This design comes from an exercise in tuning for small area on the open sky130 flow, not from production work.
Function was not checked in any run shown here: the RTL went through the layout flow alone.
Power figures rest on the tool's default switching activity, not on a simulated workload.

==> flow/design.v (outline; a module is shown in full before it is edited, if it fits) <==
// module filter: 457 lines
// module bmac: 470 lines
// module fa: 4 lines
// module ha: 4 lines
module filter(
input                       clk,                          
input                       rst,                          
input                       fclk,                         
input[15:0]                rd_left_data,
input[15:0]                rd_right_data,
output[31:0]               tx_left_data,
output[31:0]               tx_right_data,
input[3:0]                 gain_one,
input[3:0]                 gain_two,
input[3:0]                 gain_thr,
input[3:0]                 gain_fou,
input[3:0]                 gain_fiv,
input[3:0]                 gain_six,
input[3:0]                 gain_sev
    );
  // ...
==> flow/run.sh <==
#!/bin/bash
# synth_recipe.tcl (not shown) runs the flow's synth.tcl, then flattens the netlist and writes it again
# the make line also repeats each setting of config.mk as NAME=value (left out here)
make -C /OpenROAD-flow-scripts/flow DESIGN_CONFIG=/design/flow/config.mk WORK_HOME=/design/flow/orfs CLKGATE_MAP_FILE= SYNTH_SCRIPT=/design/flow/synth_recipe.tcl finish
==> flow/config.mk <==
export PLATFORM = sky130hd
export DESIGN_NAME = filter
export DESIGN_NICKNAME = filter
export VERILOG_FILES = /design/flow/design.v
export SDC_FILE = /design/flow/constraint.sdc
export NUM_CORES = 4
export LEC_CHECK = 0
export CAP_MARGIN = 20
export CORE_MARGIN = 2
export CORE_UTILIZATION = 60
export PLACE_DENSITY = 0.7
export SLEW_MARGIN = 20
==> flow/constraint.sdc <==
create_clock -name core_clock -period 100.0 [get_ports {clk}]
set_input_delay 20.0000 -clock core_clock [delete_from_list [all_inputs] [get_ports {clk}]]
set_output_delay 20.0000 -clock core_clock [all_outputs]
set_load 0.01 [all_outputs]
==> impl_metrics.py, run 1 <==
metrics = {
    "synthesis": {
        "ys_seq_area_share_pct": 57.2,
        "synth_top_flop_cell": "dfxtp_1",
        "synth_top_family_by_area": "adder cells",
        "synth_area_per_cell_um2": 11.5,
    },
    "worst_setup_path": {
        "cp_top_family": "adder cells",
        "crit_start": "gain_sev[0]",
    },
    "power_and_ir_drop": {
        "pg_comb_w": 0.000230,
    },
    "finish": {
        "regArea_um2": 32500,
        "antennaDiodeCount": 3,
        "multi_input_gates": 2529,
        "nFlopsAndLatches": 1607,
        "clkbuf_count": 207,
        "post-route-cell-area_um2": 63700,
    },
    "routing": {
        "detail-route-antenna-nets": 0,
        "wl_met1_um": 56000,
        "vias": 35900,
        "vias_per_cell": 5.71,
    },
    "timing": {
        "setup_ws_ps": 70860,
        "finalSetupTns_ps": 0,
        "fin_worst_skew_ps": 69.0,
    },
    "die": {
        "ios": 127,
        "start_util_pct": 60.7,
        "die_w_um": 312,
    },
    "cts": {
        "post_cts_buffers": 0,
        "root_buffer": "clkbuf_16",
        "cts_tree": "yes",
        "hold_buffers": 0,
    },
    "grt": {
        "grt_busiest_layer": "met2",
        "use_met2_pct": 43.4,
    },
    "hold_path": {
        "holdPathEnd": "rb_l[11][15]$_DFF_P_",
    },
    "run_status": {
        "status": "timing/DRC/antenna clean",
    },
}
==> module filter, before the edit <==
module filter(
input                       clk,                          
input                       rst,                          
input                       fclk,                         
input[15:0]                rd_left_data,
input[15:0]                rd_right_data,
output[31:0]               tx_left_data,
output[31:0]               tx_right_data,
input[3:0]                 gain_one,
input[3:0]                 gain_two,
input[3:0]                 gain_thr,
input[3:0]                 gain_fou,
input[3:0]                 gain_fiv,
input[3:0]                 gain_six,
input[3:0]                 gain_sev
    );
integer i;
wire [15:0] in_l = rd_left_data;
wire [15:0] in_r = rd_right_data;
wire strobe = fclk & ~rst;
reg  [4:0] ph;           
reg        pend;         
reg        busy;         
reg  [2:0] band;         
reg        fin;          
reg        xact;         
reg        dval;         
wire ph0  = (ph == 5'd0);
wire ph21 = (ph == 5'd21);
wire start = (strobe | pend) & ph21;
wire lastpass = busy & (band == 3'd5) & ph21;
always @(posedge clk)
  if (rst) begin
    ph <= 5'd0; pend <= 1'b0; busy <= 1'b0; band <= 3'd0; fin <= 1'b0; xact <= 1'b0; dval <= 1'b0;
  end else begin
    ph <= ph21 ? 5'd0 : ph + 5'd1;
    pend <= (pend | strobe) & ~start;
    fin <= lastpass;
    if (start) begin
      busy <= 1'b1; band <= 3'd0;
    end else if (busy & ph21) begin
      band <= band + 3'd1;
      if (band == 3'd5) busy <= 1'b0;
    end
    if (lastpass) xact <= 1'b1;
    else if (ph21) xact <= 1'b0;
    if (dload) dval <= 1'b1;
    else if (ph == 5'd17) dval <= 1'b0;
  end
wire a_splice = xact;
wire b_bypass = lastpass | (xact & (ph <= 5'd19));
wire b_insert = xact & (ph == 5'd20);
wire dload = (busy & ph0 & (band != 3'd0)) | fin;
wire dstep = (ph >= 5'd1) & (ph <= 5'd12);
wire dcorr = dval & (ph == 5'd13);
reg  [3:0] gdiv;         
always @(*)
  case (band)
    3'd1: gdiv = gain_one;
    3'd2: gdiv = gain_thr;
    3'd3: gdiv = gain_fou;
    3'd4: gdiv = gain_fiv;
    3'd5: gdiv = gain_six;
    default: gdiv = gain_sev;
  endcase
wire gbit = dval & (((ph == 5'd14) & gdiv[0]) | ((ph == 5'd15) & gdiv[1]) |
                    ((ph == 5'd16) & gdiv[2]) | ((ph == 5'd17) & gdiv[3]));
wire [14:0] gmask = {ph == 5'd17, ph >= 5'd16, ph >= 5'd15, 12'hfff};
reg  signed [14:0] coef;
always @(*)
  case ({band, ph})
    {3'd0,5'd0}: coef = 15'sd0;
    {3'd0,5'd1}: coef = 15'sd0;
    {3'd0,5'd2}: coef = 15'sd1;
    {3'd0,5'd3}: coef = 15'sd2;
    {3'd0,5'd4}: coef = 15'sd3;
    {3'd0,5'd5}: coef = 15'sd5;
    {3'd0,5'd6}: coef = 15'sd9;
    {3'd0,5'd7}: coef = 15'sd13;
    {3'd0,5'd8}: coef = 15'sd19;
    {3'd0,5'd9}: coef = 15'sd27;
    {3'd0,5'd10}: coef = 15'sd36;
    {3'd0,5'd11}: coef = 15'sd47;
    {3'd0,5'd12}: coef = 15'sd59;
    {3'd0,5'd13}: coef = 15'sd73;
    {3'd0,5'd14}: coef = 15'sd87;
    {3'd0,5'd15}: coef = 15'sd100;
    {3'd0,5'd16}: coef = 15'sd120;
    {3'd0,5'd17}: coef = 15'sd130;
    {3'd0,5'd18}: coef = 15'sd140;
    {3'd0,5'd19}: coef = 15'sd150;
    {3'd0,5'd20}: coef = 15'sd160;
    {3'd0,5'd21}: coef = 15'sd170;
    {3'd1,5'd0}: coef = 15'sd0;
    {3'd1,5'd1}: coef = 15'sd2;
    {3'd1,5'd2}: coef = 15'sd4;
    {3'd1,5'd3}: coef = 15'sd10;
    {3'd1,5'd4}: coef = 15'sd19;
    {3'd1,5'd5}: coef = 15'sd35;
    {3'd1,5'd6}: coef = 15'sd58;
    {3'd1,5'd7}: coef = 15'sd92;
    {3'd1,5'd8}: coef = 15'sd140;
    {3'd1,5'd9}: coef = 15'sd200;
    {3'd1,5'd10}: coef = 15'sd270;
    {3'd1,5'd11}: coef = 15'sd360;
    {3'd1,5'd12}: coef = 15'sd470;
    {3'd1,5'd13}: coef = 15'sd590;
    {3'd1,5'd14}: coef = 15'sd710;
    {3'd1,5'd15}: coef = 15'sd850;
    {3'd1,5'd16}: coef = 15'sd980;
    {3'd1,5'd17}: coef = 15'sd1110;
    {3'd1,5'd18}: coef = 15'sd1230;
    {3'd1,5'd19}: coef = 15'sd1320;
    {3'd1,5'd20}: coef = 15'sd1400;
    {3'd1,5'd21}: coef = 15'sd1440;
    {3'd2,5'd0}: coef = -15'sd1;
    {3'd2,5'd1}: coef = -15'sd4;
    {3'd2,5'd2}: coef = -15'sd14;
    {3'd2,5'd3}: coef = -15'sd32;
    {3'd2,5'd4}: coef = -15'sd65;
    {3'd2,5'd5}: coef = -15'sd110;
    {3'd2,5'd6}: coef = -15'sd180;
    {3'd2,5'd7}: coef = -15'sd260;
    {3'd2,5'd8}: coef = -15'sd340;
    {3'd2,5'd9}: coef = -15'sd400;
    {3'd2,5'd10}: coef = -15'sd410;
    {3'd2,5'd11}: coef = -15'sd330;
    {3'd2,5'd12}: coef = -15'sd120;
    {3'd2,5'd13}: coef = 15'sd230;
    {3'd2,5'd14}: coef = 15'sd760;
    {3'd2,5'd15}: coef = 15'sd1460;
    {3'd2,5'd16}: coef = 15'sd2290;
    {3'd2,5'd17}: coef = 15'sd3200;
    {3'd2,5'd18}: coef = 15'sd4130;
    {3'd2,5'd19}: coef = 15'sd4970;
    {3'd2,5'd20}: coef = 15'sd5650;
    {3'd2,5'd21}: coef = 15'sd6100;
    {3'd3,5'd0}: coef = 15'sd1;
    {3'd3,5'd1}: coef = 15'sd4;
    {3'd3,5'd2}: coef = 15'sd10;
    {3'd3,5'd3}: coef = 15'sd14;
    {3'd3,5'd4}: coef = 15'sd10;
    {3'd3,5'd5}: coef = -15'sd2;
    {3'd3,5'd6}: coef = 15'sd0;
    {3'd3,5'd7}: coef = 15'sd55;
    {3'd3,5'd8}: coef = 15'sd200;
    {3'd3,5'd9}: coef = 15'sd420;
    {3'd3,5'd10}: coef = 15'sd580;
    {3'd3,5'd11}: coef = 15'sd440;
    {3'd3,5'd12}: coef = -15'sd270;
    {3'd3,5'd13}: coef = -15'sd1680;
    {3'd3,5'd14}: coef = -15'sd3600;
    {3'd3,5'd15}: coef = -15'sd5440;
    {3'd3,5'd16}: coef = -15'sd6320;
    {3'd3,5'd17}: coef = -15'sd5450;
    {3'd3,5'd18}: coef = -15'sd2490;
    {3'd3,5'd19}: coef = 15'sd2110;
    {3'd3,5'd20}: coef = 15'sd7130;
    {3'd3,5'd21}: coef = 15'sd11030;
    {3'd4,5'd0}: coef = -15'sd1;
    {3'd4,5'd1}: coef = -15'sd2;
    {3'd4,5'd2}: coef = 15'sd3;
    {3'd4,5'd3}: coef = 15'sd17;
    {3'd4,5'd4}: coef = 15'sd24;
    {3'd4,5'd5}: coef = 15'sd8;
    {3'd4,5'd6}: coef = 15'sd0;
    {3'd4,5'd7}: coef = 15'sd65;
    {3'd4,5'd8}: coef = 15'sd160;
    {3'd4,5'd9}: coef = 15'sd29;
    {3'd4,5'd10}: coef = -15'sd580;
    {3'd4,5'd11}: coef = -15'sd1350;
    {3'd4,5'd12}: coef = -15'sd1270;
    {3'd4,5'd13}: coef = 15'sd590;
    {3'd4,5'd14}: coef = 15'sd3600;
    {3'd4,5'd15}: coef = 15'sd5160;
    {3'd4,5'd16}: coef = 15'sd2620;
    {3'd4,5'd17}: coef = -15'sd3650;
    {3'd4,5'd18}: coef = -15'sd9280;
    {3'd4,5'd19}: coef = -15'sd8970;
    {3'd4,5'd20}: coef = -15'sd1530;
    {3'd4,5'd21}: coef = 15'sd8110;
    {3'd5,5'd0}: coef = 15'sd0;
    {3'd5,5'd1}: coef = 15'sd2;
    {3'd5,5'd2}: coef = 15'sd0;
    {3'd5,5'd3}: coef = -15'sd19;
    {3'd5,5'd4}: coef = -15'sd34;
    {3'd5,5'd5}: coef = 15'sd37;
    {3'd5,5'd6}: coef = 15'sd180;
    {3'd5,5'd7}: coef = 15'sd120;
    {3'd5,5'd8}: coef = -15'sd360;
    {3'd5,5'd9}: coef = -15'sd730;
    {3'd5,5'd10}: coef = 15'sd0;
    {3'd5,5'd11}: coef = 15'sd1500;
    {3'd5,5'd12}: coef = 15'sd1550;
    {3'd5,5'd13}: coef = -15'sd1090;
    {3'd5,5'd14}: coef = -15'sd3600;
    {3'd5,5'd15}: coef = -15'sd1690;
    {3'd5,5'd16}: coef = 15'sd3700;
    {3'd5,5'd17}: coef = 15'sd5590;
    {3'd5,5'd18}: coef = 15'sd0;
    {3'd5,5'd19}: coef = -15'sd6870;
    {3'd5,5'd20}: coef = -15'sd5600;
    {3'd5,5'd21}: coef = 15'sd3150;
    default: coef = 15'sd0;
  endcase
wire [7:0] one, two, neg;
assign one[0] = coef[0] ^ 1'b0;
assign two[0] = (coef[1] & ~coef[0] & ~1'b0) | (~coef[1] & coef[0] & 1'b0);
assign neg[0] = coef[1];
assign one[1] = coef[2] ^ coef[1];
assign two[1] = (coef[3] & ~coef[2] & ~coef[1]) | (~coef[3] & coef[2] & coef[1]);
assign neg[1] = coef[3];
assign one[2] = coef[4] ^ coef[3];
assign two[2] = (coef[5] & ~coef[4] & ~coef[3]) | (~coef[5] & coef[4] & coef[3]);
assign neg[2] = coef[5];
assign one[3] = coef[6] ^ coef[5];
assign two[3] = (coef[7] & ~coef[6] & ~coef[5]) | (~coef[7] & coef[6] & coef[5]);
assign neg[3] = coef[7];
assign one[4] = coef[8] ^ coef[7];
assign two[4] = (coef[9] & ~coef[8] & ~coef[7]) | (~coef[9] & coef[8] & coef[7]);
assign neg[4] = coef[9];
assign one[5] = coef[10] ^ coef[9];
assign two[5] = (coef[11] & ~coef[10] & ~coef[9]) | (~coef[11] & coef[10] & coef[9]);
assign neg[5] = coef[11];
assign one[6] = coef[12] ^ coef[11];
assign two[6] = (coef[13] & ~coef[12] & ~coef[11]) | (~coef[13] & coef[12] & coef[11]);
assign neg[6] = coef[13];
assign one[7] = coef[14] ^ coef[13];
assign two[7] = (coef[14] & ~coef[14] & ~coef[13]) | (~coef[14] & coef[14] & coef[13]);
assign neg[7] = coef[14];
reg  [15:0] ra_l [0:21];    
reg  [15:0] rb_l [0:21];    
reg  [15:0] y_l;            
always @(posedge clk) begin
  for (i = 1; i < 22; i = i + 1) begin
    ra_l[i] <= ra_l[i-1];
    rb_l[i] <= rb_l[i-1];
  end
  ra_l[0] <= a_splice ? y_l : ra_l[21];
  rb_l[0] <= b_insert ? ra_l[20] : (b_bypass ? rb_l[20] : rb_l[21]);
  if (strobe)        y_l <= in_l;
  else if (a_splice) y_l <= ra_l[21];
end
wire [15:0] av_l = (ph == 5'd0) ? y_l : ra_l[0];
wire [15:0] bv_l = rb_l[0];
wire pa_l_s0, pa_l_c0;
fa pa_l_fa0 (.a(av_l[0]), .b(bv_l[0]), .c(1'b0), .s(pa_l_s0), .co(pa_l_c0));
wire pa_l_s1, pa_l_c1;
fa pa_l_fa1 (.a(av_l[1]), .b(bv_l[1]), .c(pa_l_c0), .s(pa_l_s1), .co(pa_l_c1));
wire pa_l_s2, pa_l_c2;
fa pa_l_fa2 (.a(av_l[2]), .b(bv_l[2]), .c(pa_l_c1), .s(pa_l_s2), .co(pa_l_c2));
wire pa_l_s3, pa_l_c3;
fa pa_l_fa3 (.a(av_l[3]), .b(bv_l[3]), .c(pa_l_c2), .s(pa_l_s3), .co(pa_l_c3));
wire pa_l_s4, pa_l_c4;
fa pa_l_fa4 (.a(av_l[4]), .b(bv_l[4]), .c(pa_l_c3), .s(pa_l_s4), .co(pa_l_c4));
wire pa_l_s5, pa_l_c5;
fa pa_l_fa5 (.a(av_l[5]), .b(bv_l[5]), .c(pa_l_c4), .s(pa_l_s5), .co(pa_l_c5));
wire pa_l_s6, pa_l_c6;
fa pa_l_fa6 (.a(av_l[6]), .b(bv_l[6]), .c(pa_l_c5), .s(pa_l_s6), .co(pa_l_c6));
wire pa_l_s7, pa_l_c7;
fa pa_l_fa7 (.a(av_l[7]), .b(bv_l[7]), .c(pa_l_c6), .s(pa_l_s7), .co(pa_l_c7));
wire pa_l_s8, pa_l_c8;
fa pa_l_fa8 (.a(av_l[8]), .b(bv_l[8]), .c(pa_l_c7), .s(pa_l_s8), .co(pa_l_c8));
wire pa_l_s9, pa_l_c9;
fa pa_l_fa9 (.a(av_l[9]), .b(bv_l[9]), .c(pa_l_c8), .s(pa_l_s9), .co(pa_l_c9));
wire pa_l_s10, pa_l_c10;
fa pa_l_fa10 (.a(av_l[10]), .b(bv_l[10]), .c(pa_l_c9), .s(pa_l_s10), .co(pa_l_c10));
wire pa_l_s11, pa_l_c11;
fa pa_l_fa11 (.a(av_l[11]), .b(bv_l[11]), .c(pa_l_c10), .s(pa_l_s11), .co(pa_l_c11));
wire pa_l_s12, pa_l_c12;
fa pa_l_fa12 (.a(av_l[12]), .b(bv_l[12]), .c(pa_l_c11), .s(pa_l_s12), .co(pa_l_c12));
wire pa_l_s13, pa_l_c13;
fa pa_l_fa13 (.a(av_l[13]), .b(bv_l[13]), .c(pa_l_c12), .s(pa_l_s13), .co(pa_l_c13));
wire pa_l_s14, pa_l_c14;
fa pa_l_fa14 (.a(av_l[14]), .b(bv_l[14]), .c(pa_l_c13), .s(pa_l_s14), .co(pa_l_c14));
wire pa_l_s15, pa_l_c15;
fa pa_l_fa15 (.a(av_l[15]), .b(bv_l[15]), .c(pa_l_c14), .s(pa_l_s15), .co(pa_l_c15));
wire [16:0] p_l = {av_l[15] ^ bv_l[15] ^ pa_l_c15, pa_l_s15, pa_l_s14, pa_l_s13, pa_l_s12, pa_l_s11, pa_l_s10, pa_l_s9, pa_l_s8, pa_l_s7, pa_l_s6, pa_l_s5, pa_l_s4, pa_l_s3, pa_l_s2, pa_l_s1, pa_l_s0};
reg  [31:0] acc_l;
wire [31:0] sum_l;
bmac m_l (.p(p_l), .one(one), .two(two), .neg(neg), .acc((ph == 5'd0) ? 32'd1432616960 : acc_l), .sum(sum_l));
always @(posedge clk) acc_l <= sum_l;
reg         sg_l;     
reg         z_l;      
reg  [11:0] rr_l;     
reg  [11:0] nq_l;     
wire [12:0] tt_l = {rr_l, nq_l[11]};
wire [12:0] td_l = tt_l + 13'd5067;    
wire        ge_l = dstep & (tt_l >= 13'd3125);
wire [23:0] ld_l = acc_l[31:8] ^ {24{acc_l[31]}};
always @(posedge clk) begin
  if (dload) begin
    sg_l <= acc_l[31];
    z_l  <= acc_l[31] & (acc_l[7:0] == 8'd0);
  end
  rr_l <= dload ? ld_l[23:12] : (ge_l ? td_l[11:0] : tt_l[11:0]);
  nq_l <= dload ? ld_l[11:0] : {nq_l[10:0], ge_l};
end
wire        corr_l = dcorr & z_l & (rr_l == 12'd3124);
wire [14:0] win_l = {rr_l[3:0], nq_l[11:1]} & gmask;
wire [14:0] ad_l = corr_l ? {11'd0, gdiv} : (gbit ? win_l : 15'd0);
wire        sx_l = sg_l & (dcorr | gbit);
reg  [18:0] o_l;
wire oa_l_s0, oa_l_c0;
fa oa_l_fa0 (.a(o_l[0]), .b((ad_l[0] ^ sx_l)), .c(sx_l), .s(oa_l_s0), .co(oa_l_c0));
wire oa_l_s1, oa_l_c1;
fa oa_l_fa1 (.a(o_l[1]), .b((ad_l[1] ^ sx_l)), .c(oa_l_c0), .s(oa_l_s1), .co(oa_l_c1));
wire oa_l_s2, oa_l_c2;
fa oa_l_fa2 (.a(o_l[2]), .b((ad_l[2] ^ sx_l)), .c(oa_l_c1), .s(oa_l_s2), .co(oa_l_c2));
wire oa_l_s3, oa_l_c3;
fa oa_l_fa3 (.a(o_l[3]), .b((ad_l[3] ^ sx_l)), .c(oa_l_c2), .s(oa_l_s3), .co(oa_l_c3));
wire oa_l_s4, oa_l_c4;
fa oa_l_fa4 (.a(o_l[4]), .b((ad_l[4] ^ sx_l)), .c(oa_l_c3), .s(oa_l_s4), .co(oa_l_c4));
wire oa_l_s5, oa_l_c5;
fa oa_l_fa5 (.a(o_l[5]), .b((ad_l[5] ^ sx_l)), .c(oa_l_c4), .s(oa_l_s5), .co(oa_l_c5));
wire oa_l_s6, oa_l_c6;
fa oa_l_fa6 (.a(o_l[6]), .b((ad_l[6] ^ sx_l)), .c(oa_l_c5), .s(oa_l_s6), .co(oa_l_c6));
wire oa_l_s7, oa_l_c7;
fa oa_l_fa7 (.a(o_l[7]), .b((ad_l[7] ^ sx_l)), .c(oa_l_c6), .s(oa_l_s7), .co(oa_l_c7));
wire oa_l_s8, oa_l_c8;
fa oa_l_fa8 (.a(o_l[8]), .b((ad_l[8] ^ sx_l)), .c(oa_l_c7), .s(oa_l_s8), .co(oa_l_c8));
wire oa_l_s9, oa_l_c9;
fa oa_l_fa9 (.a(o_l[9]), .b((ad_l[9] ^ sx_l)), .c(oa_l_c8), .s(oa_l_s9), .co(oa_l_c9));
wire oa_l_s10, oa_l_c10;
fa oa_l_fa10 (.a(o_l[10]), .b((ad_l[10] ^ sx_l)), .c(oa_l_c9), .s(oa_l_s10), .co(oa_l_c10));
wire oa_l_s11, oa_l_c11;
fa oa_l_fa11 (.a(o_l[11]), .b((ad_l[11] ^ sx_l)), .c(oa_l_c10), .s(oa_l_s11), .co(oa_l_c11));
wire oa_l_s12, oa_l_c12;
fa oa_l_fa12 (.a(o_l[12]), .b((ad_l[12] ^ sx_l)), .c(oa_l_c11), .s(oa_l_s12), .co(oa_l_c12));
wire oa_l_s13, oa_l_c13;
fa oa_l_fa13 (.a(o_l[13]), .b((ad_l[13] ^ sx_l)), .c(oa_l_c12), .s(oa_l_s13), .co(oa_l_c13));
wire oa_l_s14, oa_l_c14;
fa oa_l_fa14 (.a(o_l[14]), .b((ad_l[14] ^ sx_l)), .c(oa_l_c13), .s(oa_l_s14), .co(oa_l_c14));
wire oa_l_s15, oa_l_c15;
fa oa_l_fa15 (.a(o_l[15]), .b(sx_l), .c(oa_l_c14), .s(oa_l_s15), .co(oa_l_c15));
wire oa_l_s16, oa_l_c16;
fa oa_l_fa16 (.a(o_l[16]), .b(sx_l), .c(oa_l_c15), .s(oa_l_s16), .co(oa_l_c16));
wire oa_l_s17, oa_l_c17;
fa oa_l_fa17 (.a(o_l[17]), .b(sx_l), .c(oa_l_c16), .s(oa_l_s17), .co(oa_l_c17));
wire oa_l_s18, oa_l_c18;
fa oa_l_fa18 (.a(o_l[18]), .b(sx_l), .c(oa_l_c17), .s(oa_l_s18), .co(oa_l_c18));
always @(posedge clk) o_l <= strobe ? 19'd0 : {oa_l_s18, oa_l_s17, oa_l_s16, oa_l_s15, oa_l_s14, oa_l_s13, oa_l_s12, oa_l_s11, oa_l_s10, oa_l_s9, oa_l_s8, oa_l_s7, oa_l_s6, oa_l_s5, oa_l_s4, oa_l_s3, oa_l_s2, oa_l_s1, oa_l_s0};
reg  [15:0] ra_r [0:21];    
reg  [15:0] rb_r [0:21];    
reg  [15:0] y_r;            
always @(posedge clk) begin
  for (i = 1; i < 22; i = i + 1) begin
    ra_r[i] <= ra_r[i-1];
    rb_r[i] <= rb_r[i-1];
  end
  ra_r[0] <= a_splice ? y_r : ra_r[21];
  rb_r[0] <= b_insert ? ra_r[20] : (b_bypass ? rb_r[20] : rb_r[21]);
  if (strobe)        y_r <= in_r;
  else if (a_splice) y_r <= ra_r[21];
end
wire [15:0] av_r = (ph == 5'd0) ? y_r : ra_r[0];
wire [15:0] bv_r = rb_r[0];
wire pa_r_s0, pa_r_c0;
fa pa_r_fa0 (.a(av_r[0]), .b(bv_r[0]), .c(1'b0), .s(pa_r_s0), .co(pa_r_c0));
wire pa_r_s1, pa_r_c1;
fa pa_r_fa1 (.a(av_r[1]), .b(bv_r[1]), .c(pa_r_c0), .s(pa_r_s1), .co(pa_r_c1));
wire pa_r_s2, pa_r_c2;
fa pa_r_fa2 (.a(av_r[2]), .b(bv_r[2]), .c(pa_r_c1), .s(pa_r_s2), .co(pa_r_c2));
wire pa_r_s3, pa_r_c3;
fa pa_r_fa3 (.a(av_r[3]), .b(bv_r[3]), .c(pa_r_c2), .s(pa_r_s3), .co(pa_r_c3));
wire pa_r_s4, pa_r_c4;
fa pa_r_fa4 (.a(av_r[4]), .b(bv_r[4]), .c(pa_r_c3), .s(pa_r_s4), .co(pa_r_c4));
wire pa_r_s5, pa_r_c5;
fa pa_r_fa5 (.a(av_r[5]), .b(bv_r[5]), .c(pa_r_c4), .s(pa_r_s5), .co(pa_r_c5));
wire pa_r_s6, pa_r_c6;
fa pa_r_fa6 (.a(av_r[6]), .b(bv_r[6]), .c(pa_r_c5), .s(pa_r_s6), .co(pa_r_c6));
wire pa_r_s7, pa_r_c7;
fa pa_r_fa7 (.a(av_r[7]), .b(bv_r[7]), .c(pa_r_c6), .s(pa_r_s7), .co(pa_r_c7));
wire pa_r_s8, pa_r_c8;
fa pa_r_fa8 (.a(av_r[8]), .b(bv_r[8]), .c(pa_r_c7), .s(pa_r_s8), .co(pa_r_c8));
wire pa_r_s9, pa_r_c9;
fa pa_r_fa9 (.a(av_r[9]), .b(bv_r[9]), .c(pa_r_c8), .s(pa_r_s9), .co(pa_r_c9));
wire pa_r_s10, pa_r_c10;
fa pa_r_fa10 (.a(av_r[10]), .b(bv_r[10]), .c(pa_r_c9), .s(pa_r_s10), .co(pa_r_c10));
wire pa_r_s11, pa_r_c11;
fa pa_r_fa11 (.a(av_r[11]), .b(bv_r[11]), .c(pa_r_c10), .s(pa_r_s11), .co(pa_r_c11));
wire pa_r_s12, pa_r_c12;
fa pa_r_fa12 (.a(av_r[12]), .b(bv_r[12]), .c(pa_r_c11), .s(pa_r_s12), .co(pa_r_c12));
wire pa_r_s13, pa_r_c13;
fa pa_r_fa13 (.a(av_r[13]), .b(bv_r[13]), .c(pa_r_c12), .s(pa_r_s13), .co(pa_r_c13));
wire pa_r_s14, pa_r_c14;
fa pa_r_fa14 (.a(av_r[14]), .b(bv_r[14]), .c(pa_r_c13), .s(pa_r_s14), .co(pa_r_c14));
wire pa_r_s15, pa_r_c15;
fa pa_r_fa15 (.a(av_r[15]), .b(bv_r[15]), .c(pa_r_c14), .s(pa_r_s15), .co(pa_r_c15));
wire [16:0] p_r = {av_r[15] ^ bv_r[15] ^ pa_r_c15, pa_r_s15, pa_r_s14, pa_r_s13, pa_r_s12, pa_r_s11, pa_r_s10, pa_r_s9, pa_r_s8, pa_r_s7, pa_r_s6, pa_r_s5, pa_r_s4, pa_r_s3, pa_r_s2, pa_r_s1, pa_r_s0};
reg  [31:0] acc_r;
wire [31:0] sum_r;
bmac m_r (.p(p_r), .one(one), .two(two), .neg(neg), .acc((ph == 5'd0) ? 32'd1432616960 : acc_r), .sum(sum_r));
always @(posedge clk) acc_r <= sum_r;
reg         sg_r;     
reg         z_r;      
reg  [11:0] rr_r;     
reg  [11:0] nq_r;     
wire [12:0] tt_r = {rr_r, nq_r[11]};
wire [12:0] td_r = tt_r + 13'd5067;    
wire        ge_r = dstep & (tt_r >= 13'd3125);
wire [23:0] ld_r = acc_r[31:8] ^ {24{acc_r[31]}};
always @(posedge clk) begin
  if (dload) begin
    sg_r <= acc_r[31];
    z_r  <= acc_r[31] & (acc_r[7:0] == 8'd0);
  end
  rr_r <= dload ? ld_r[23:12] : (ge_r ? td_r[11:0] : tt_r[11:0]);
  nq_r <= dload ? ld_r[11:0] : {nq_r[10:0], ge_r};
end
wire        corr_r = dcorr & z_r & (rr_r == 12'd3124);
wire [14:0] win_r = {rr_r[3:0], nq_r[11:1]} & gmask;
wire [14:0] ad_r = corr_r ? {11'd0, gdiv} : (gbit ? win_r : 15'd0);
wire        sx_r = sg_r & (dcorr | gbit);
reg  [18:0] o_r;
wire oa_r_s0, oa_r_c0;
fa oa_r_fa0 (.a(o_r[0]), .b((ad_r[0] ^ sx_r)), .c(sx_r), .s(oa_r_s0), .co(oa_r_c0));
wire oa_r_s1, oa_r_c1;
fa oa_r_fa1 (.a(o_r[1]), .b((ad_r[1] ^ sx_r)), .c(oa_r_c0), .s(oa_r_s1), .co(oa_r_c1));
wire oa_r_s2, oa_r_c2;
fa oa_r_fa2 (.a(o_r[2]), .b((ad_r[2] ^ sx_r)), .c(oa_r_c1), .s(oa_r_s2), .co(oa_r_c2));
wire oa_r_s3, oa_r_c3;
fa oa_r_fa3 (.a(o_r[3]), .b((ad_r[3] ^ sx_r)), .c(oa_r_c2), .s(oa_r_s3), .co(oa_r_c3));
wire oa_r_s4, oa_r_c4;
fa oa_r_fa4 (.a(o_r[4]), .b((ad_r[4] ^ sx_r)), .c(oa_r_c3), .s(oa_r_s4), .co(oa_r_c4));
wire oa_r_s5, oa_r_c5;
fa oa_r_fa5 (.a(o_r[5]), .b((ad_r[5] ^ sx_r)), .c(oa_r_c4), .s(oa_r_s5), .co(oa_r_c5));
wire oa_r_s6, oa_r_c6;
fa oa_r_fa6 (.a(o_r[6]), .b((ad_r[6] ^ sx_r)), .c(oa_r_c5), .s(oa_r_s6), .co(oa_r_c6));
wire oa_r_s7, oa_r_c7;
fa oa_r_fa7 (.a(o_r[7]), .b((ad_r[7] ^ sx_r)), .c(oa_r_c6), .s(oa_r_s7), .co(oa_r_c7));
wire oa_r_s8, oa_r_c8;
fa oa_r_fa8 (.a(o_r[8]), .b((ad_r[8] ^ sx_r)), .c(oa_r_c7), .s(oa_r_s8), .co(oa_r_c8));
wire oa_r_s9, oa_r_c9;
fa oa_r_fa9 (.a(o_r[9]), .b((ad_r[9] ^ sx_r)), .c(oa_r_c8), .s(oa_r_s9), .co(oa_r_c9));
wire oa_r_s10, oa_r_c10;
fa oa_r_fa10 (.a(o_r[10]), .b((ad_r[10] ^ sx_r)), .c(oa_r_c9), .s(oa_r_s10), .co(oa_r_c10));
wire oa_r_s11, oa_r_c11;
fa oa_r_fa11 (.a(o_r[11]), .b((ad_r[11] ^ sx_r)), .c(oa_r_c10), .s(oa_r_s11), .co(oa_r_c11));
wire oa_r_s12, oa_r_c12;
fa oa_r_fa12 (.a(o_r[12]), .b((ad_r[12] ^ sx_r)), .c(oa_r_c11), .s(oa_r_s12), .co(oa_r_c12));
wire oa_r_s13, oa_r_c13;
fa oa_r_fa13 (.a(o_r[13]), .b((ad_r[13] ^ sx_r)), .c(oa_r_c12), .s(oa_r_s13), .co(oa_r_c13));
wire oa_r_s14, oa_r_c14;
fa oa_r_fa14 (.a(o_r[14]), .b((ad_r[14] ^ sx_r)), .c(oa_r_c13), .s(oa_r_s14), .co(oa_r_c14));
wire oa_r_s15, oa_r_c15;
fa oa_r_fa15 (.a(o_r[15]), .b(sx_r), .c(oa_r_c14), .s(oa_r_s15), .co(oa_r_c15));
wire oa_r_s16, oa_r_c16;
fa oa_r_fa16 (.a(o_r[16]), .b(sx_r), .c(oa_r_c15), .s(oa_r_s16), .co(oa_r_c16));
wire oa_r_s17, oa_r_c17;
fa oa_r_fa17 (.a(o_r[17]), .b(sx_r), .c(oa_r_c16), .s(oa_r_s17), .co(oa_r_c17));
wire oa_r_s18, oa_r_c18;
fa oa_r_fa18 (.a(o_r[18]), .b(sx_r), .c(oa_r_c17), .s(oa_r_s18), .co(oa_r_c18));
always @(posedge clk) o_r <= strobe ? 19'd0 : {oa_r_s18, oa_r_s17, oa_r_s16, oa_r_s15, oa_r_s14, oa_r_s13, oa_r_s12, oa_r_s11, oa_r_s10, oa_r_s9, oa_r_s8, oa_r_s7, oa_r_s6, oa_r_s5, oa_r_s4, oa_r_s3, oa_r_s2, oa_r_s1, oa_r_s0};
assign tx_left_data  = {{13{o_l[18]}}, o_l};
assign tx_right_data = {{13{o_r[18]}}, o_r};
endmodule
==> run 2, diff against run 1 <==
--- a/flow/design.v
+++ b/flow/design.v
@@ -284,17 +284,17 @@
 reg         z_l;      
 reg  [11:0] rr_l;     
 reg  [11:0] nq_l;     
-wire [12:0] tt_l = {rr_l, nq_l[11]};
+wire [12:0] tt_l = {rr_l, nq_l[11] ^ (sg_l & dstep)};
 wire [12:0] td_l = tt_l + 13'd5067;    
 wire        ge_l = dstep & (tt_l >= 13'd3125);
-wire [23:0] ld_l = acc_l[31:8] ^ {24{acc_l[31]}};
+wire [11:0] ld_l = acc_l[31:20] ^ {12{acc_l[31]}};
 always @(posedge clk) begin
   if (dload) begin
     sg_l <= acc_l[31];
     z_l  <= acc_l[31] & (acc_l[7:0] == 8'd0);
   end
-  rr_l <= dload ? ld_l[23:12] : (ge_l ? td_l[11:0] : tt_l[11:0]);
-  nq_l <= dload ? ld_l[11:0] : {nq_l[10:0], ge_l};
+  rr_l <= dload ? ld_l : (ge_l ? td_l[11:0] : tt_l[11:0]);
+  nq_l <= dload ? acc_l[19:8] : {nq_l[10:0], ge_l};
 end
 wire        corr_l = dcorr & z_l & (rr_l == 12'd3124);
 wire [14:0] win_l = {rr_l[3:0], nq_l[11:1]} & gmask;
@@ -396,17 +396,17 @@
 reg         z_r;      
 reg  [11:0] rr_r;     
 reg  [11:0] nq_r;     
-wire [12:0] tt_r = {rr_r, nq_r[11]};
+wire [12:0] tt_r = {rr_r, nq_r[11] ^ (sg_r & dstep)};
 wire [12:0] td_r = tt_r + 13'd5067;    
 wire        ge_r = dstep & (tt_r >= 13'd3125);
-wire [23:0] ld_r = acc_r[31:8] ^ {24{acc_r[31]}};
+wire [11:0] ld_r = acc_r[31:20] ^ {12{acc_r[31]}};
 always @(posedge clk) begin
   if (dload) begin
     sg_r <= acc_r[31];
     z_r  <= acc_r[31] & (acc_r[7:0] == 8'd0);
   end
-  rr_r <= dload ? ld_r[23:12] : (ge_r ? td_r[11:0] : tt_r[11:0]);
-  nq_r <= dload ? ld_r[11:0] : {nq_r[10:0], ge_r};
+  rr_r <= dload ? ld_r : (ge_r ? td_r[11:0] : tt_r[11:0]);
+  nq_r <= dload ? acc_r[19:8] : {nq_r[10:0], ge_r};
 end
 wire        corr_r = dcorr & z_r & (rr_r == 12'd3124);
 wire [14:0] win_r = {rr_r[3:0], nq_r[11:1]} & gmask;
==> flow/flow/run.sh (new file) <==
#!/bin/bash
# Own layout flow: the standard ORFS flow (standard.sh), with
#  - port buffers of the smallest buffer cell,
#  - clock tree synthesis without dummy loads and with the buffer list below.
# Each step's full log stays in orfs/logs/; this script's own output goes to run.log.
set -euo pipefail
exec > >(tee -a run.log) 2>&1
export BUFFER_PORTS_ARGS="-buffer_cell sky130_fd_sc_hd__buf_1"
export CTS_ARGS="-sink_clustering_enable -repair_clock_nets -dont_use_dummy_load ${CTS_EXTRA:-}"
bash standard.sh
==> flow/standard.sh (new file) <==
#!/bin/bash
# synth_recipe.tcl (not shown) runs the flow's synth.tcl, then flattens the netlist and writes it again
# the make line also repeats each setting of config.mk as NAME=value (left out here)
make -C /OpenROAD-flow-scripts/flow DESIGN_CONFIG=/design/flow/config.mk WORK_HOME=/design/flow/orfs CLKGATE_MAP_FILE= SYNTH_SCRIPT=/design/flow/synth_recipe.tcl "${@:-finish}"
removed: flow/run.sh
==> run 2 against run 1 <==
Effect of this change:
- still clean
- die area increased by 0.92%
- setup slack improved by 360 ps
- synthesized cell count increased by 1.2%
- combinational power decreased by 21%
- non-clock buffer count decreased by 1
- final area decreased by 3.0%
- flip-flop and latch count unchanged
- fmax increased by 1.3%
- routed wire length increased by 0.80%
- critical path type unchanged
- critical endpoint is now o_r[17]$_SDFF_PP0_
- largest cell class unchanged
==> impl_metrics.py, run 2 <==
metrics = {
    "finish": {
        "final_nets": 5423,
        "drive_gt1_share_pct": 7.37,
        "antennaDiodeCount": 0,
        "area_growth_pct": 7.74,
        "fin_util_pct": 65.2,
        "final_cells": 6233,
        "mostFrequentLayoutCells": "dfxtp_1, inv_1, nand2_1",
        "nFillCells": 7278,
        "regArea_um2": 32500,
        "multi_input_area_um2": 21400,
        "final_common_cell": "dfxtp_1",
    },
    "cts": {
        "cts_buffer_depth": 3,
        "root_buffer": "clkbuf_16",
        "hold_buffers": 0,
        "post_cts_buffers": 0,
        "cts_tree": "yes",
        "htree_levels": 4,
        "cts_buffers": 146,
        "cts_sinks": 1607,
        "post_cts_resized": 0,
        "clk_pin_slew_ps": 60,
        "clock_latency_ps": 770,
    },
    "die": {
        "core-area_um2": 94900,
        "start_util_pct": 60.5,
        "die_w_um": 313,
        "die_y_um": 313,
        "rows": 113,
        "ios": 127,
        "die_area_um2": 98100,
    },
    "place": {
        "gp_congestion": 1.00,
        "dp.cells": 6087,
        "hpwl_um": 89000,
        "io_buffers": 122,
        "pre_cts_slack_ps": 70480,
    },
    "grt": {
        "antenna_found_initial": 6,
        "grt_max_degree": 82,
        "grt_pass1_vias": 36200,
        "globalRouteTotalUtil_pct": 28.1,
        "grt_remaining_overflow": 0,
        "grt_pass1_wl_um": 211000,
    },
    "timing": {
        "slew_headroom_pct": 26.7,
        "setup_viol": 0,
        "finalCritPeriodShare_pct": 28.8,
        "setup_ws_ps": 71220,
        "drv_slew": 0,
        "fin_worst_skew_ps": 111,
        "period_minus_slack_ps": 28780,
        "worst_slew_pin_slew_ps": 1100,
        "hold_viol_final": 0,
        "finalSetupTns_ps": 0,
        "rsz0062_at_grt": "no",
        "fmax_mhz": 34.8,
    },
    "routing": {
        "detail-route-antenna-nets": 0,
        "drtIter0Drc": 3931,
        "vias": 36300,
        "dr.pass1.iters": 7,
        "drc": 0,
        "vias_per_cell": 5.83,
        "detail_route.wl_per_cell_um": 21.9,
        "wl_um": 136000,
    },
    "power_and_ir_drop": {
        "p_leak_nw": 24.6,
        "power_w": 0.00134,
        "power_frac_clock_pct": 34.4,
        "power_frac_seq_pct": 52.1,
        "netSwitchingPower_w": 0.000347,
        "switching_share_pct": 25.8,
        "power_frac_comb_pct": 13.5,
        "p_int_w": 0.000996,
        "p_per_area_nw_per_um2": 21.7,
        "peakVddDrop_uv": 17.5,
    },
    "worst_setup_path": {
        "endpoint_kind": "flop",
        "r2r_cells": 101,
        "crit_type": "in -> reg",
        "cp.arrival_ps": 29350,
        "cp.required_ps": 100570,
        "cp_max_fo": 14,
        "start_kind": "primary input",
    },
    "synthesis": {
        "ys_async_sr_fraction_pct": 0,
        "ys_warn_count": 5,
        "synth_edf_count": 36,
        "syn_nets": 5469,
        "synth_most_common_cell": "dfxtp_1",
        "synth.top_cells.by_count": "dfxtp_1, inv_1, nand2_1",
        "yosys_register_bits": 1607,
        "synth_area_leaders": "dfxtp_1, fa_1, inv_1",
        "synth_largest_area_cell": "dfxtp_1",
        "synth_top_area_share_pct": 54.8,
        "yosysUniqueCellTypes": 108,
        "syn_inst": 5016,
        "ys_seq_area_share_pct": 56.7,
        "synth_area_per_cell_um2": 11.4,
        "synth_top_flop_cell": "dfxtp_1",
        "netlist_area_um2": 57400,
    },
    "run_status": {
        "status": "timing/DRC/antenna clean",
    },
    "hold_path": {
        "hold_depth": 0,
        "hold_class": "reg -> reg",
    },
    "job": {
        "maxCapViolations": 0,
    },
}
-- run 2: final cells by class --
type                    instances  share of cell area (%)
flip-flops and latches       1607                    52.6
clock buffers                 146                    5.91
well taps                    1265                    2.56
inverters                     412                    2.50
multi-input cells            2596                    34.6
repair buffers                207                    1.77
-- run 2: worst paths after layout --
check	from	to	slack [ps]
setup / recovery	gain_fiv[2]	o_r[17]$_SDFF_PP0_	71220
hold / removal	ra_r[10][6]$_DFF_P_	ra_r[11][6]$_DFF_P_	260
setup reg to reg	ph[1]$_SDFF_PP0_	acc_l[31]$_DFF_P_	71260
hold reg to reg	ra_r[10][6]$_DFF_P_	ra_r[11][6]$_DFF_P_	260
-- run 2: cell families after synthesis --
| group | share of synthesized area, % |
|---|---|
| flops | 56.7 |
| mux | 3.43 |
| xor+xnor | 1.29 |
| compound gates | 12.2 |
| fa+ha+maj | 13.1 |
| simple gates | 7.04 |
| buf+inv | 6.19 |
-- run 2: power groups by stage --
stage | registers [W] | clock network [W] | logic [W]
finish | 0.000699 | 0.000463 | 0.000181
global route | 0.000701 | 0.000499 | 0.000206
CTS | 0.000698 | 0.000475 | 0.000180
detailed placement | 0.000712 | 0 | 0.000179
global placement | 0.000711 | 0 | 0.000173
floorplan | 0.000695 | 0 | 0.000137
-- run 2: through the flow --
step | hold slack [ps] | cell area [µm²]
final | 261 | 61800
after global routing | 259 | 61800
after CTS | 254 | 61800
after detailed placement | 312 | 58200
after global placement | 310 | 58200
after floorplan | 310 | 57400
-- run 2: layer usage --
| layer | track usage (%) | vias up | routed length (µm) | part of all wire [%] |
|---|---|---|---|---|
| met5 | 0 | - | 40 | 0.029 |
| met4 | 12.8 | 6 | 5870 | 4.3 |
| met3 | 6.72 | 443 | 13400 | 9.8 |
| met2 | 43.0 | 1933 | 59800 | 44 |
| met1 | 38.1 | 17400 | 57000 | 42 |
| li1 | - | 16500 | - | - |
-- run 2: critical path, cell delays in order --
cell and delay (ps):
buf_1 140, a22oi_1 210, o2111ai_1 190, o211a_1 270, o41ai_1 370, buf_4 250
nand2_1 80, nand2_1 480, xor2_1 180, fa_1 460, fa_1 430, fa_1 480
fa_1 430, fa_1 450, fa_1 430, fa_1 420, fa_1 420, fa_1 430
fa_1 460, fa_1 440, fa_1 420, fa_1 450, fa_1 400, inv_1 90
fa_1 210, fa_1 210, fa_1 400, nor2b_1 130

## re-timing with driven ports
The results above use ideal ports. As a check the final layouts listed here were re-extracted and re-timed, cells and wires unchanged. Step 1 sets driving cells, clkbuf_16 on the clock port and buf_2 on the other inputs (assumed; they add their load-dependent delay and slew). Step 2, shift: input delay + t, output delay - t, t = (earliest + latest rising clock arrival at the registers) / 2. This alone moves slack from input paths to output paths. Slacks: ideal ports / drivers / drivers and shift; pairs: ideal ports / drivers.
run	t, ns	setup WS [ns]	hold slack, ns
run 1	0.800	70.861 / 70.903 / 70.103	0.293 / 0.293 / 0.293
run 2	0.780	71.224 / 71.259 / 70.488	0.261 / 0.261 / 0.261
After both steps every run listed still meets setup and hold. The setup slack of run 1, which loses most, moves by +0.042 ns with the drivers and by -0.758 ns with both steps.
